From an optimization exercise on the open Yosys and OpenROAD flow, aimed at small area; shortcuts taken in it are not production practice.
Only simulation tests tie the RTL to the original design; equivalence was not proved.
Power and IR drop assume default switching activity.

## riscv_core
module riscv_core(
    input  logic        clk,
    input  logic        reset,           
    output logic [31:0] imem_addr,
    input  logic [31:0] imem_rdata,
    output logic [31:0] dmem_addr,
    output logic        dmem_re,
    input  logic [31:0] dmem_rdata,
    output logic        dmem_we,
    output logic [31:0] dmem_wdata,
    output logic        wb_en,
    output logic [4:0]  wb_addr,
    output logic [31:0] wb_data
);
Size in the first run: roughly 3000 cells after synthesis, about 200 I/O pins, ~48000 µm² of cells after synthesis.
export LEC_CHECK = 0
export CAP_MARGIN = 0
export CORE_MARGIN = 2
export CORE_UTILIZATION = 50
export CTS_BUF_LIST = sky130_fd_sc_hd__clkbuf_16
export CTS_CLUSTER_DIAMETER = 80
export CTS_CLUSTER_SIZE = 30
export PLACE_DENSITY = 0.6
export SETUP_SLACK_MARGIN = 0.2
export SLEW_MARGIN = 0
export SYNTH_HIERARCHICAL = 1
create_clock -name core_clock -period 16.0 [get_ports {clk}]
run.sh (not shown) runs the stock make flow with config.mk's settings and CLKGATE_MAP_FILE= SYNTH_SCRIPT=/design/flow/synth_recipe.tcl, a recipe that flattens the netlist after the stock synthesis.
The starting point completed without violations.
Then changed:
==> flow/flow/run.sh (new file) <==
#!/bin/bash
# The standard layout (standard.sh), with these changes: the port buffers are
# the smallest buffer cell, clock tree synthesis uses large sink clusters and
# adds no dummy loads, and after global routing the resizer downsizes gates
# off the critical paths (RECOVER_POWER).
set -euo pipefail
export BUFFER_PORTS_ARGS="-buffer_cell sky130_fd_sc_hd__buf_1"
export CTS_ARGS="-sink_clustering_enable -repair_clock_nets -dont_use_dummy_load -buf_list sky130_fd_sc_hd__clkbuf_16 -sink_clustering_size 30 -sink_clustering_max_diameter 80"
export RECOVER_POWER=100
bash standard.sh > standard.log 2>&1
==> flow/standard.sh (new file) <==
#!/bin/bash
# synth_recipe.tcl (not shown) runs the flow's synth.tcl, then flattens the netlist and writes it again
# the make line also repeats each setting of config.mk as NAME=value (left out here)
make -C /OpenROAD-flow-scripts/flow DESIGN_CONFIG=/design/flow/config.mk WORK_HOME=/design/flow/orfs CLKGATE_MAP_FILE= SYNTH_SCRIPT=/design/flow/synth_recipe.tcl "${@:-finish}"
CTS_BUF_LIST = default   (was sky130_fd_sc_hd__clkbuf_16)
CTS_CLUSTER_DIAMETER = default   (was 80)
CTS_CLUSTER_SIZE = default   (was 30)
removed: flow/run.sh
Now the flow ran to the end with violations: capacitance limit, slew limit.
Clock power came out lower by about 10%.
Total power goes down by 4.9%.
Wire length increases by 0.77%.
Final cell count is lower by 1.1%.
Cell area came out lower by 4.2%.
Maximum frequency rises by 2.0%.
Via count is lower by 0.60%.
Global-route usage rose by 0.32 points.
Setup slack gains 0.31 ns.
Worst hold slack degrades by 0.026 ns.
Non-clock buffer count is lower by 21.

========
## run G
riscv_core again, from the RTL that the note above started with.
// riscv_core
module riscv_core(
    input  logic        clk,
    input  logic        reset,           
    output logic [31:0] imem_addr,
    input  logic [31:0] imem_rdata,
    output logic [31:0] dmem_addr,
    output logic        dmem_re,
    input  logic [31:0] dmem_rdata,
    output logic        dmem_we,
    output logic [31:0] dmem_wdata,
    output logic        wb_en,
    output logic [4:0]  wb_addr,
    output logic [31:0] wb_data
);
logic [31:0] ins;
assign ins = imem_rdata;
logic [2:0] f3;
logic [4:0] rs1, rs2, rd;
assign f3  = ins[14:12];
assign rs1 = ins[19:15];
assign rs2 = ins[24:20];
assign rd  = ins[11:7];
logic is_r, is_i, is_ld, is_st, is_jal;
assign is_r   = ins[6:0] == 7'b0110011;
assign is_i   = ins[6:0] == 7'b0010011;
assign is_ld  = ins[6:0] == 7'b0000011;
assign is_st  = ins[6:0] == 7'b0100011;
assign is_jal = ins[6:0] == 7'b1101111;
logic [31:1] pc, pc4;
logic [31:0] sum;
  ...
Settings: LEC_CHECK=0, CAP_MARGIN=0, CORE_MARGIN=2, CORE_UTILIZATION=50, PLACE_DENSITY=0.6, SETUP_SLACK_MARGIN=0.2, SLEW_MARGIN=0, SYNTH_HIERARCHICAL=1; clock period 16.0 ns.
standard.sh (not shown) runs the stock make flow with config.mk's settings and CLKGATE_MAP_FILE= SYNTH_SCRIPT=/design/flow/synth_recipe.tcl, a recipe that flattens the netlist after the stock synthesis.
==> flow/flow/run.sh <==
#!/bin/bash
# The standard layout (standard.sh) with two changes, made through the
# ORFS variables it reads: the port buffers are the smallest buffer cell
# (buf_1), and clock tree synthesis uses clusters of up to 30 sinks and adds
# no dummy loads. The full make output goes to standard.log; ORFS writes each
# step's log under orfs/logs/.
set -euo pipefail
export BUFFER_PORTS_ARGS="-buffer_cell sky130_fd_sc_hd__buf_1"
export CTS_ARGS="-sink_clustering_enable -repair_clock_nets -dont_use_dummy_load -buf_list sky130_fd_sc_hd__clkbuf_16 -sink_clustering_size 30 -sink_clustering_max_diameter 80"
bash standard.sh > standard.log 2>&1
The flow did not stop early for run G: all stages ran, and the layout cleared the timing, design-rule and antenna checks.
Edits applied to the flow inputs when going from run G to run D:
==> flow/flow/run.sh <==
#!/bin/bash
# The standard layout (standard.sh), with these changes: the port buffers are
# the smallest buffer cell; before global placement, the drivers of nets with
# many loads get a stronger cell of the same function (flow/upsize.tcl), so
# fewer buffers are needed; clock tree synthesis uses large sink clusters and
# adds no dummy loads.
set -euo pipefail
export BUFFER_PORTS_ARGS="-buffer_cell sky130_fd_sc_hd__buf_1"
export PRE_GLOBAL_PLACE_TCL="$PWD/flow/upsize.tcl"
export CTS_ARGS="-sink_clustering_enable -repair_clock_nets -dont_use_dummy_load -buf_list sky130_fd_sc_hd__clkbuf_16 -sink_clustering_size 30 -sink_clustering_max_diameter 80"
bash standard.sh > standard.log 2>&1
==> flow/flow/upsize.tcl (new file) <==
# Give the drivers of high-fanout nets a stronger cell of the same function,
# so that repair_design need not buffer those nets.
proc my_upsize_fanout_drivers {} {
  set db [ord::get_db]
  set block [ord::get_db_block]
  set n 0
  foreach net [$block getNets] {
    if {[$net getSigType] ne "SIGNAL"} continue
    set drv ""
    set loads 0
    foreach it [$net getITerms] {
      if {[$it isOutputSignal]} { set drv $it } elseif {[$it isInputSignal]} { incr loads }
    }
    if {$drv eq "" || $loads < 12} continue
    set inst [$drv getInst]
    set m [[$inst getMaster] getName]
    if {![regexp {^(sky130_fd_sc_hd__[a-z0-9]+)_([0-9]+)$} $m -> base size]} continue
    if {[string match "*df*" $base] || [string match "*clk*" $base] || [string match "*buf*" $base]} continue
    set want [expr {$loads <= 20 ? 2 : 4}]
    if {$size >= $want} continue
    set nm [$db findMaster "${base}_$want"]
    if {$nm eq "NULL"} continue
    if {[$inst swapMaster $nm]} { incr n }
  }
  puts "my_upsize_fanout_drivers: resized $n drivers"
}
my_upsize_fanout_drivers
### Flow results
The sequential power of run D and that of run G are within noise of each other.
Run comparison: run G layer carrying the most global-route usage met1; run D layer carrying the most global-route usage met2
Diff run G -> run D | share of cell area taken by flip-flops and latches | decrease of 0.43 points
From run G to run D the numbers moved as follows: headroom to the max-slew limit lost 2.6 points; via count picked up an extra about 0.7%; post-layout minimum cycle time lost 0.14 ns; count of placed standard cells in the final layout, fillers left out lost 68; total power consumption of the routed design neither gained nor lost much.
Re period utilization: run G was higher than run D.
Run D: no failed stages, no open violations at the end

[port drivers added, routing unchanged]
No port has a modelled driver above. Below, the same layouts with a new extraction and two added sets of constraints.
Step 1, drivers: a clkbuf_16 drives clk and a buf_2 each remaining input, both assumed.
Step 2 moves the port delays by t, midway between the first and last clock arrival at a register: inputs arrive t later, outputs are due t later. That takes back most of the time a late clock gives input paths.
Slacks: no drivers / after step 1 / after step 2; pairs: no drivers / after step 1.
run	t, ns	setup slack, ns	hold WS [ns]	clock arrival spread, ns	slew at the worst register clock pin (ns)
the first run of note 1	0.732	0.232 / 0.197 / 0.197	0.505 / 0.505 / 0.505	0.045 / 0.045	0.11 / 0.11
the second run of note 1	0.741	0.542 / 0.519 / 0.519	0.479 / 0.479 / 0.479	0.094 / 0.094	0.12 / 0.12
run G	0.743	1.083 / 1.049 / 1.049	0.480 / 0.480 / 0.480	0.095 / 0.096	0.12 / 0.12
run D	0.744	1.226 / 1.173 / 1.173	0.513 / 0.513 / 0.513	0.136 / 0.137	0.12 / 0.12
For run D, which loses most, drivers alone change the setup slack by -0.053 ns; drivers and shift together by -0.053 ns.
